This design comes from an exercise in tuning for small area, a short achievable clock period and few clock cycles per item on the open sky130 flow, not from production work.
For this run, only the layout was checked, not whether the RTL still works.

[flow/config.mk]
export PLATFORM = sky130hd
export DESIGN_NAME = BSW
export DESIGN_NICKNAME = BSW
export VERILOG_FILES = /design/flow/design.v
export SDC_FILE = /design/flow/constraint.sdc
export NUM_CORES = 8
export LEC_CHECK = 0
export CAP_MARGIN = 50
export CORE_MARGIN = 2
export CORE_UTILIZATION = 40
export SLEW_MARGIN = 50
[flow/constraint.sdc]
create_clock -name core_clock -period 24.0 [get_ports {clk}]
set_input_delay 4.8000 -clock core_clock [delete_from_list [all_inputs] [get_ports {clk}]]
set_output_delay 4.8000 -clock core_clock [all_outputs]
set_load 0.01 [all_outputs]
[flow/design.v]
module BSW (
    clk, rst, start,
    i_Q, i_R,
    o_Q_al,
    o_R_al,
    detail_info,
    done
);
    input clk, rst;
    input  [2:0] i_Q, i_R;
    input  start;
    output [2:0] o_Q_al, o_R_al;
    output [8:0] detail_info;
    output done;
    localparam [1:0] C_STOP = 2'd0, C_I = 2'd1, C_D = 2'd2, C_G = 2'd3;
    function [9:0] pe;
        input [7:0] A, B, C;
        input mt, vld;
        reg aGEb, selM;
        reg [7:0] mx, M, G, H;
        reg [8:0] cx;
        reg [1:0] code;
        begin
            aGEb = (A >= B);
            mx   = aGEb ? A : B;
            cx   = mt ? ({1'b0, C} + 9'd3) : {1'b0, C};
            selM = ({1'b0, mx} >= cx);
            M    = (mx == 8'd0) ? 8'd0 : mx - 8'd1;
            G    = mt ? C + 8'd2 : ((C == 8'd0) ? 8'd0 : C - 8'd1);
            H    = selM ? M : G;
            if (selM) code = (mx >= 8'd2) ? (aGEb ? C_I : C_D) : C_STOP;
            else      code = (mt ? (C != 8'd0) : (C >= 8'd2)) ? C_G : C_STOP;
            if (!vld) H = 8'd0;
            pe = {code, H};
        end
    endfunction
    function [1:0] mux64x2;
        input [127:0] v;
        input [5:0] s;
        reg [127:0] t;
        integer a, l;
        begin
            t = v;
            for (l = 0; l < 6; l = l + 1)
                for (a = 0; a < (32 >> l); a = a + 1)
                    t[2*a +: 2] = s[l] ? t[2*(2*a+1) +: 2] : t[2*(2*a) +: 2];
            mux64x2 = t[1:0];
        end
    endfunction
    function [23:0] mux16x24;
        input [383:0] v;
        input [3:0] s;
        reg [383:0] t;
        integer a, l;
        begin
            t = v;
            for (l = 0; l < 4; l = l + 1)
                for (a = 0; a < (8 >> l); a = a + 1)
                    t[24*a +: 24] = s[l] ? t[24*(2*a+1) +: 24] : t[24*(2*a) +: 24];
            mux16x24 = t[23:0];
        end
    endfunction
    reg       run;           
    reg [7:0] cyc;           
    always @(posedge clk or posedge rst) begin
        if (rst) begin
            run <= 1'b0;
            cyc <= 8'd0;
        end else if (!run) begin
            if (start) run <= 1'b1;
            cyc <= 8'd0;
        end else if (cyc != 8'hff) begin
            cyc <= cyc + 8'd1;
        end
    end
    wire in_phase = !run || (cyc < 8'd63);
    wire sc_phase = run && (cyc >= 8'd3) && (cyc <= 8'd66);
    wire [6:0] m  = cyc[6:0] - 7'd3;      
    reg [127:0] qv, rv;
    always @(posedge clk) begin
        qv <= {qv[125:0], in_phase ? i_Q[1:0] : qv[127:126]};
        rv <= {rv[125:0], in_phase ? i_R[1:0] : rv[127:126]};
    end
    reg  [47:0] hpe, hpo;     
    wire [47:0] he, ho;
    wire [11:0] ce_w, co_w;
    genvar p;
    generate
        for (p = 0; p < 6; p = p + 1) begin : g_pe
            wire [7:0] ie = {1'b0, m} + p - 2;
            wire [7:0] je = {1'b0, m} + 2 - p;
            wire [7:0] jo = {1'b0, m} + 3 - p;
            wire vi  = sc_phase && ($signed(ie) >= 0) && ($signed(ie) <= 63);
            wire ve  = vi && ($signed(je) >= 0) && ($signed(je) <= 63);
            wire vo  = vi && ($signed(jo) >= 0) && ($signed(jo) <= 63);
            wire mte = (qv[2*(5-p) +: 2] == rv[2*(1+p) +: 2]);
            wire mto = (qv[2*(5-p) +: 2] == rv[2*p +: 2]);
            wire [7:0] Bo;
            wire [7:0] Ae;
            if (p == 5) begin : g_b5
                assign Bo = 8'd0;
            end else begin : g_bn
                assign Bo = hpo[8*(p+1) +: 8];
            end
            if (p == 0) begin : g_a0
                assign Ae = 8'd0;
            end else begin : g_an
                assign Ae = he[8*(p-1) +: 8];
            end
            wire [9:0] re = pe(hpo[8*p +: 8], Bo, hpe[8*p +: 8], mte, ve);
            wire [9:0] ro = pe(Ae, he[8*p +: 8], hpo[8*p +: 8], mto, vo);
            assign he[8*p +: 8]   = re[7:0];
            assign ce_w[2*p +: 2] = re[9:8];
            assign ho[8*p +: 8]   = ro[7:0];
            assign co_w[2*p +: 2] = ro[9:8];
        end
    endgenerate
    always @(posedge clk) begin
        hpe <= he;
        hpo <= ho;
    end
    reg  [383:0] bank [0:3];
    wire [23:0]  new_word = {co_w, ce_w};
    always @(posedge clk) begin
        bank[0] <= {bank[3][359:0], sc_phase ? new_word : bank[3][383:360]};
        bank[1] <= bank[0];
        bank[2] <= bank[1];
        bank[3] <= bank[2];
    end
    reg [95:0] mh;
    reg [47:0] mi;
    reg [7:0] s1_h;
    reg [3:0] s1_i;          
    reg [7:0] best_h;
    reg [5:0] best_w;
    reg       best_par;
    reg [2:0] best_p;
    integer k;
    always @(*) begin
        for (k = 0; k < 6; k = k + 1) begin
            mh[8*k +: 8]       = hpe[8*k +: 8]; mi[4*k +: 4]       = {1'b0, k[2:0]};
            mh[8*(k+6) +: 8]   = hpo[8*k +: 8]; mi[4*(k+6) +: 4]   = {1'b1, k[2:0]};
        end
        for (k = 0; k < 6; k = k + 1) begin
            if (mh[8*(2*k) +: 8] >= mh[8*(2*k+1) +: 8]) begin
                mh[8*k +: 8] = mh[8*(2*k) +: 8];   mi[4*k +: 4] = mi[4*(2*k) +: 4];
            end else begin
                mh[8*k +: 8] = mh[8*(2*k+1) +: 8]; mi[4*k +: 4] = mi[4*(2*k+1) +: 4];
            end
        end
        for (k = 0; k < 3; k = k + 1) begin
            if (mh[8*(2*k) +: 8] >= mh[8*(2*k+1) +: 8]) begin
                mh[8*k +: 8] = mh[8*(2*k) +: 8];   mi[4*k +: 4] = mi[4*(2*k) +: 4];
            end else begin
                mh[8*k +: 8] = mh[8*(2*k+1) +: 8]; mi[4*k +: 4] = mi[4*(2*k+1) +: 4];
            end
        end
        if (mh[7:0] < mh[15:8]) begin
            mh[7:0] = mh[15:8]; mi[3:0] = mi[7:4];
        end
        if (mh[7:0] < mh[23:16]) begin
            mh[7:0] = mh[23:16]; mi[3:0] = mi[11:8];
        end
    end
    wire s2_phase = (cyc >= 8'd5) && (cyc <= 8'd68);
    always @(posedge clk) begin
        s1_h <= mh[7:0];
        s1_i <= mi[3:0];
        if (!run) begin
            best_h   <= 8'd0;
            best_w   <= 6'd0;
            best_par <= 1'b0;
            best_p   <= 3'd2;          
        end else if (s2_phase && (s1_h > best_h)) begin
            best_h   <= s1_h;
            best_w   <= cyc[5:0] - 6'd5;
            best_par <= s1_i[3];
            best_p   <= s1_i[2:0];
        end
    end
    reg        tb_act;
    reg [3:0]  tb_b;
    reg [5:0]  cin_e, cin_o;            
    wire       tb_first = run && (cyc == 8'd69);
    wire       tb_go    = tb_first || tb_act;
    wire [3:0] blk      = tb_first ? best_w[5:2] : tb_b;
    wire [5:0]  base = cyc[5:0] - 6'd7 - {blk, 2'b00};
    wire [95:0] bank_out;
    wire [95:0] wd;                       
    genvar j;
    generate
        for (j = 0; j < 4; j = j + 1) begin : g_bank
            wire [1:0] jj  = j;
            wire [1:0] off = jj - base[1:0];
            wire [5:0] pos = base + {4'd0, off};
            assign bank_out[24*j +: 24] = mux16x24(bank[j], pos[5:2]);
        end
        for (j = 0; j < 4; j = j + 1) begin : g_rot
            wire [1:0] jj = j;
            wire [1:0] bj = base[1:0] + 2'd3 - jj;
            assign wd[24*j +: 24] = bank_out[24*bj +: 24];
        end
    endgenerate
    reg  [5:0]  oE, oO;
    reg  [5:0]  cE, cO;
    reg  [1:0]  ce, co;
    reg  [15:0] blk_path;                
    reg         found;
    reg  [1:0]  f_k;
    reg         f_par;
    reg  [2:0]  f_p;
    reg  [23:0] w;
    integer kk, q;
    always @(*) begin
        cE = tb_first ? 6'd0 : cin_e;
        cO = tb_first ? 6'd0 : cin_o;
        found = 1'b0; f_k = 2'd0; f_par = 1'b0; f_p = 3'd0;
        blk_path = 16'd0;
        oE = 6'd0; oO = 6'd0;
        ce = 2'd0; co = 2'd0;
        for (kk = 3; kk >= 0; kk = kk - 1) begin
            w = wd[24*kk +: 24];
            for (q = 0; q < 6; q = q + 1)
                oO[q] = cO[q] | (tb_first && best_w[1:0] == kk && best_par && best_p == q);
            for (q = 0; q < 6; q = q + 1) begin
                oE[q] = cE[q] | (tb_first && best_w[1:0] == kk && !best_par && best_p == q)
                      | (oO[q] && w[12 + 2*q +: 2] == C_D);
                if (q < 5)
                    oE[q] = oE[q] | (oO[q + 1] && w[12 + 2*(q+1) +: 2] == C_I);
            end
            for (q = 0; q < 6; q = q + 1) begin
                cE[q] = oE[q] && w[2*q +: 2] == C_G;
                cO[q] = (oO[q] && w[12 + 2*q +: 2] == C_G)
                      | (oE[q] && w[2*q +: 2] == C_I);
                if (q > 0)
                    cO[q] = cO[q] | (oE[q - 1] && w[2*(q-1) +: 2] == C_D);
            end
            for (q = 0; q < 6; q = q + 1) begin
                ce = w[2*q +: 2];
                co = w[12 + 2*q +: 2];
                if (oE[q]) begin
                    blk_path[4*kk +: 2] = blk_path[4*kk +: 2] | {ce != C_D, ce != C_I};
                    if (ce == C_STOP) begin
                        found = 1'b1; f_k = kk; f_par = 1'b0; f_p = q;
                    end
                end
                if (oO[q]) begin
                    blk_path[4*kk + 2 +: 2] = blk_path[4*kk + 2 +: 2] | {co != C_D, co != C_I};
                    if (co == C_STOP) begin
                        found = 1'b1; f_k = kk; f_par = 1'b1; f_p = q;
                    end
                end
            end
        end
    end
    always @(posedge clk or posedge rst) begin
        if (rst) begin
            tb_act <= 1'b0;
            tb_b   <= 4'd0;
        end else begin
            if (!run) tb_act <= 1'b0;
            else if (tb_go) tb_act <= !found;
            if (tb_go) tb_b <= blk - 4'd1;
        end
    end
    always @(posedge clk) begin
        cin_e <= cE;
        cin_o <= cO;
    end
    reg [127:0] pev, pod;
    always @(posedge clk) begin
        if (tb_go) begin
            for (k = 0; k < 4; k = k + 1) begin
                pev[2*(4*blk + k) +: 2] <= blk_path[4*k +: 2];
                pod[2*(4*blk + k) +: 2] <= blk_path[4*k + 2 +: 2];
            end
        end
    end
    wire [5:0] f_w = {blk, f_k};
    wire [6:0] s_i = {1'b0, f_w} + f_p - 7'd2;
    wire [6:0] s_j = {1'b0, f_w} + 7'd2 - f_p + f_par;
    wire [6:0] s_d = {f_w, f_par};
    wire [6:0] e_i = {1'b0, best_w} + best_p - 7'd2;
    wire [6:0] e_j = {1'b0, best_w} + 7'd2 - best_p + best_par;
    wire [6:0] e_d = {best_w, best_par};
    reg        sa_act;           
    reg [6:0]  sa_d;
    reg [5:0]  sa_i, sa_j;
    reg        sb_act;           
    reg        sb_end;
    reg        sb_q, sb_r;
    reg [5:0]  sb_i, sb_j;
    reg [6:0]  ed;               
    reg [6:0]  st_i, st_j, fi_i, fi_j;
    reg [7:0]  score;
    reg [2:0]  dcnt;
    reg        done_r;
    reg [2:0]  oq, orr;
    reg [8:0]  det;
    wire [5:0] ev_idx = sa_d[6:1] + 6'd1;
    wire [5:0] od_idx = sa_d[6:1] + {5'd0, sa_d[0]};
    wire [1:0] ev_e = mux64x2(pev, ev_idx);
    wire [1:0] od_e = mux64x2(pod, od_idx);
    wire [1:0] e1 = sa_d[0] ? ev_e : od_e;
    wire [1:0] e2 = sa_d[0] ? od_e : ev_e;
    wire       use1 = (e1 != 2'b00);
    wire [1:0] nc = use1 ? e1 : e2;
    wire       last = (sa_d == ed);
    always @(posedge clk or posedge rst) begin
        if (rst) begin
            sa_act <= 1'b0;
            sb_act <= 1'b0;
            sb_end <= 1'b0;
            done_r <= 1'b0;
            dcnt   <= 3'd0;
        end else if (!run) begin
            sa_act <= 1'b0;
            sb_act <= 1'b0;
            sb_end <= 1'b0;
            done_r <= 1'b0;
            dcnt   <= 3'd0;
        end else begin
            if (tb_go && found) begin
                sa_act <= 1'b1;
                sb_act <= 1'b1;
                sb_end <= 1'b0;
            end else if (sa_act) begin
                if (last) begin
                    sa_act <= 1'b0;
                    sb_end <= 1'b1;
                end
            end
            if (sb_act) begin
                done_r <= 1'b1;
                if (dcnt != 3'd7) dcnt <= dcnt + 3'd1;
            end
        end
    end
    always @(posedge clk) begin
        if (tb_go && found) begin
            sa_d <= s_d;
            sa_i <= s_i[5:0];
            sa_j <= s_j[5:0];
            sb_q <= 1'b1;
            sb_r <= 1'b1;
            sb_i <= s_i[5:0];
            sb_j <= s_j[5:0];
            st_i <= s_i;
            st_j <= s_j;
        end else if (sa_act && !last) begin
            sa_d <= use1 ? sa_d + 7'd1 : sa_d + 7'd2;
            sa_i <= sa_i + {5'd0, nc[1]};
            sa_j <= sa_j + {5'd0, nc[0]};
            sb_q <= nc[1];
            sb_r <= nc[0];
            sb_i <= sa_i + {5'd0, nc[1]};
            sb_j <= sa_j + {5'd0, nc[0]};
        end
        if (tb_first) begin
            ed    <= e_d;
            fi_i  <= e_i;
            fi_j  <= e_j;
            score <= best_h;
        end
    end
    wire [5:0] qpos = cyc[5:0] - sb_i;
    wire [5:0] rpos = cyc[5:0] - sb_j;
    wire [1:0] qb = mux64x2(qv, qpos);
    wire [1:0] rb = mux64x2(rv, rpos);
    always @(posedge clk) begin
        if (sb_end) begin
            oq  <= 3'd0;
            orr <= 3'd0;
        end else begin
            oq  <= sb_q ? ((qb == 2'd0) ? 3'd4 : {1'b0, qb}) : 3'd5;
            orr <= sb_r ? ((rb == 2'd0) ? 3'd4 : {1'b0, rb}) : 3'd5;
        end
        case (dcnt)
            3'd0: det <= {2'b0, st_i};
            3'd1: det <= {2'b0, st_j};
            3'd2: det <= {2'b0, fi_i};
            3'd3: det <= {2'b0, fi_j};
            3'd4: det <= {1'b0, score};
            default: det <= 9'd0;
        endcase
    end
    assign o_Q_al      = oq;
    assign o_R_al      = orr;
    assign detail_info = det;
    assign done        = done_r;
endmodule
[flow/run.sh]
#!/bin/bash
# synth_recipe.tcl (not shown) runs the flow's synth.tcl, then flattens the netlist and writes it again
# the make line also repeats each setting of config.mk as NAME=value (left out here)
make -C /OpenROAD-flow-scripts/flow DESIGN_CONFIG=/design/flow/config.mk WORK_HOME=/design/flow/orfs CLKGATE_MAP_FILE= SYNTH_SCRIPT=/design/flow/synth_recipe.tcl finish
==> results by group <==
Worst setup path
  – RR Endpoint: sb_j[5]
  – CP Capture Type: register
  – Most common cell on crit path: ha_1
  – Path depth of the worst reg2reg path: 39
  – CP required: approximately 25000 ps
  – Slowest CP cell: or3_2
  – Type of element launching the critical path: register
  – R2R Setup Slk: a little over 10000 ps
  – WP data arrival: approximately 14000 ps
  – Worst r2r src: cyc[1]
  – Setup CP Type: register to register
  – Worst Path Max Fanout: 50
  – Max stage delay on crit path: between 700 and 800 ps

Route
  – DRT Pass-1 Iters: 6
  – Post-DR wirelength/cell: 25.7 µm
  – Final wirelength: 305 mm
  – Final ANT Viol Nets: 0
  – Via count: about 69000
  – Iter 0 DRT Violations: roughly 6900
  – Drt drc: 0
  – Drt via density: roughly 5.8

Synth
  – Ys Warns: 2
  – Post-synth cell types: approximately 110
  – Mapped Cells: 8466
  – Top FF cell, synth: dfxtp_1
  – Post-synth EDFFs: around 320
  – Dominant cell type by area after synthesis: dfxtp_1
  – Seq/Total Area, Yosys: between 40% and 50%
  – Largest cells by area after synthesis: dfxtp_1, mux4_2, edfxtp_1, ha_1, mux2i_1
  – Mapped Area: slightly below 100000 µm²
  – Synthesized flop and latch total: between 2000 and 2500
  – Post-synth net total: 8926
  – FFs w/ async S/R, synth: 0.919%
  – Yosys top cell area share: about two fifths
  – Syn_area_per_cell: ~12 µm²

Floorplan
  – Cell row count: 182
  – Die area: 250000 µm²
  – Initial Util: 40.1%
  – Area of the core: about 250000 µm²
  – Die width: ~500 µm
  – I/O pin cnt: 25
  – Die Ht: 500 µm

Timing
  – Final Hold Fails: 0
  – Slew HR: between 40% and 50%
  – Part of the cycle the worst path needs: between 50 and 60%
  – TNS Setup: 0 ps
  – Fin worst setup slack: approximately 10000 ps
  – Worst slew pin tran: roughly 820 ps
  – Setup Skew: roughly 120 ps
  – Max-slew violation count: 0
  – Fmax: just over 70 MHz
  – RSZ-0062 raised after global routing: false
  – Setup-failing EPs final: 0
  – Crit path time final: 13870 ps

GRT
  – M1 GR Usage: between 30% and 40%
  – Antenna violations before repair: 15
  – Number of global-route vias before repair: between 60000 and 70000
  – Largest net degree at the start of global routing: 82
  – Layer with the highest usage: met2
  – Grt met3 use: around 4.3%
  – Global Route Usage Sum: between 20% and 30%
  – GRT Residual Overflow: 0
  – First-pass GRT wire length: between 400 and 500 mm
  – Routing usage on met2: between 30% and 40%

Place
  – DPL Wire Length: between 200 and 250 mm
  – DP Area: around 100000 µm²
  – Pre-CTS WS: just over 10000 ps
  – Final estimated routing congestion in global placement: a little over 1
  – Input/output buffers: 21

Hold path
  – Worst Hold Class: register to register
  – Worst Hold End: bank[1][16]
  – Hold path startpoint: bank[0][16]
  – Hold Path Depth: 0

Clock tree
  – CTS buffer count: between 200 and 250
  – Htree depth: 4
  – # resized after CTS: 0
  – Worst skew pair latency: roughly 940 ps
  – Post-CTS Setup Inserts: 0
  – CTS Buffer Depth: 3
  – Post-CTS Hold Fix Bufs: 0
  – Root Buffer: clkbuf_16
  – TritonCTS Sinks: 2285
  – Clk slew on worst S/H paths: 60 ps
  – CTS tree: done

Run
  – Max cap viols: 0

Finish
  – Layout cells sized above 1: approximately 17%
  – Design Area, Final: between 100000 and 150000 µm²
  – P&R area growth vs syn: 12.9%
  – Fill count: approximately 22000
  – Final net count: between 8000 and 9000

Run status
  – Status: no timing/DRC/antenna violations
[sequential cells by signal, indices dropped and copies added (netlist names), 7 cells and up]
register,count
fi_i,7
sa_d,7
st_j,7
st_i,7
rv,128
det,8
fi_j,7
score,8
s1_h,8
pod,128
ed,7
hpo,48
cyc,8
hpe,48
best_h,8
qv,128
bank,1536
pev,128
[synthesized netlist by cell type, types with 37 or more instances]
cell type and number:
dfxtp_1 1946, nand2_1 651, mux4_2 575, nor2_1 463, ha_1 445, o21ai_0 395, a21oi_1 390, inv_1 336
edfxtp_1 318, clkbuf_1 285, mux2i_1 284, xnor2_1 224, nand3_1 206, mux2_2 162, nor3_1 153, a21o_1 128
nand2b_1 122, and3_1 84, nor2b_1 84, a211oi_1 66, a31oi_1 64, a22o_1 54, buf_1 54, buf_2 54
and2_1 53, xor2_1 51, nand4_1 49, a22oi_1 46, o22ai_1 45, o211ai_1 37, o31ai_1 37
[logic make-up (layout without fill, tap and decap cells)]
kind of cell             Yosys count  count (layout)  synth area share, %
flip-flops                      2285            2285                 49.8
AND/OR/NAND/NOR                 2032            2032                 9.82
AO/OA/AOI/OAI                   1627            1627                 10.9
multiplexers                    1029            1029                 18.0
buffers and inverters            758             942                 3.08
adder cells (fa/ha/maj)          451             451                 5.78
XOR/XNOR                         283             283                 2.60
other                              1               7              0.00381
[layer usage]
metal	routed length (µm)	vias up
li1	-	31236
met1	134000	34453
met2	137000	2579
met3	21800	493
met4	11000	10
met5	176	-
[cell type report]
class / instances / area (µm²) / area share (%)
inverter: 343 / 1290 / 1.16
multi-input combinational: 5423 / 47200 / 42.5
timing repair buffer: 183 / 1700 / 1.53
antenna: 6 / 15.0 / 0.0135
clock buffer: 299 / 6210 / 5.59
tap: 3220 / 4030 / 3.62
clock inverter: 117 / 1650 / 1.49
sequential: 2285 / 49000 / 44.1
[worst max-delay path by stage]
stage | slack, ps | start | depth (start not counted) | endpoint
2_1_floorplan | 13310 | cyc[0] | 55 | hpo[32]
3_3_place_gp | 10190 | cyc[1] | 40 | sb_j[5]
3_5_place_dp | 10290 | cyc[1] | 40 | sb_j[5]
4_1_cts | 10290 | cyc[1] | 40 | sb_j[5]
5_1_grt | 9670 | cyc[1] | 39 | sb_j[5]
6_report | 10130 | cyc[1] | 39 | sb_j[5]
[critical path, delay by kind of cell (launching register included)]
family,cells,cell delay (ps)
adders and majority gates,5,1810
and+or+nand+nor,6,2380
DFF,1,650
buffers and inverters,7,2840
muxes,3,1280
xor gates and xnor gates,3,460
AOI/OAI and AO/OA,15,4120
[stage by stage]
stage / std cells / utilization (%) / hold WS (ps)
6_report: 11876 / 45.3 / 291
5_1_grt: 11873 / 45.3 / 295
4_1_cts: 11867 / 45.2 / 295
3_5_place_dp: 11451 / 42.0 / 330
3_3_place_gp: 11438 / 41.8 / 324
2_1_floorplan: 8466 / - / 323
[cell usage in the layout (no fill, tap or decap), types with 162 or more instances in the layout]
cell          n
dfxtp_1    1946
nand2_1     647
mux4_2      575
nor2_1      454
ha_1        436
o21ai_0     384
a21oi_1     378
inv_1       333
edfxtp_1    318
mux2i_1     272
clkbuf_16   226
nand3_1     206
xnor2_1     204
mux2_2      162

separate check: timing with driven ports:
How much do the figures lean on ideal ports? The routed layout below was timed once more, with nothing changed but the port constraints. Step 1, drivers: a clkbuf_16 drives clk and a buf_2 each remaining input, both assumed. Step 2 times the ports against the registers' clock, not the clock port: input delays grow and output delays shrink by t, the midpoint of the rising clock arrivals with the driver on. a / b / c = ideal / step 1 / step 2; a / b = the first two.
t, ns: 0.987
setup slack, ns: 10.134 / 10.134 / 10.134
latest minus earliest clock arrival (ns): 0.126 / 0.127
After both steps setup and hold are still met in this run. The setup slack of this run moves by 0.000 ns with the drivers and by 0.000 ns with both steps.
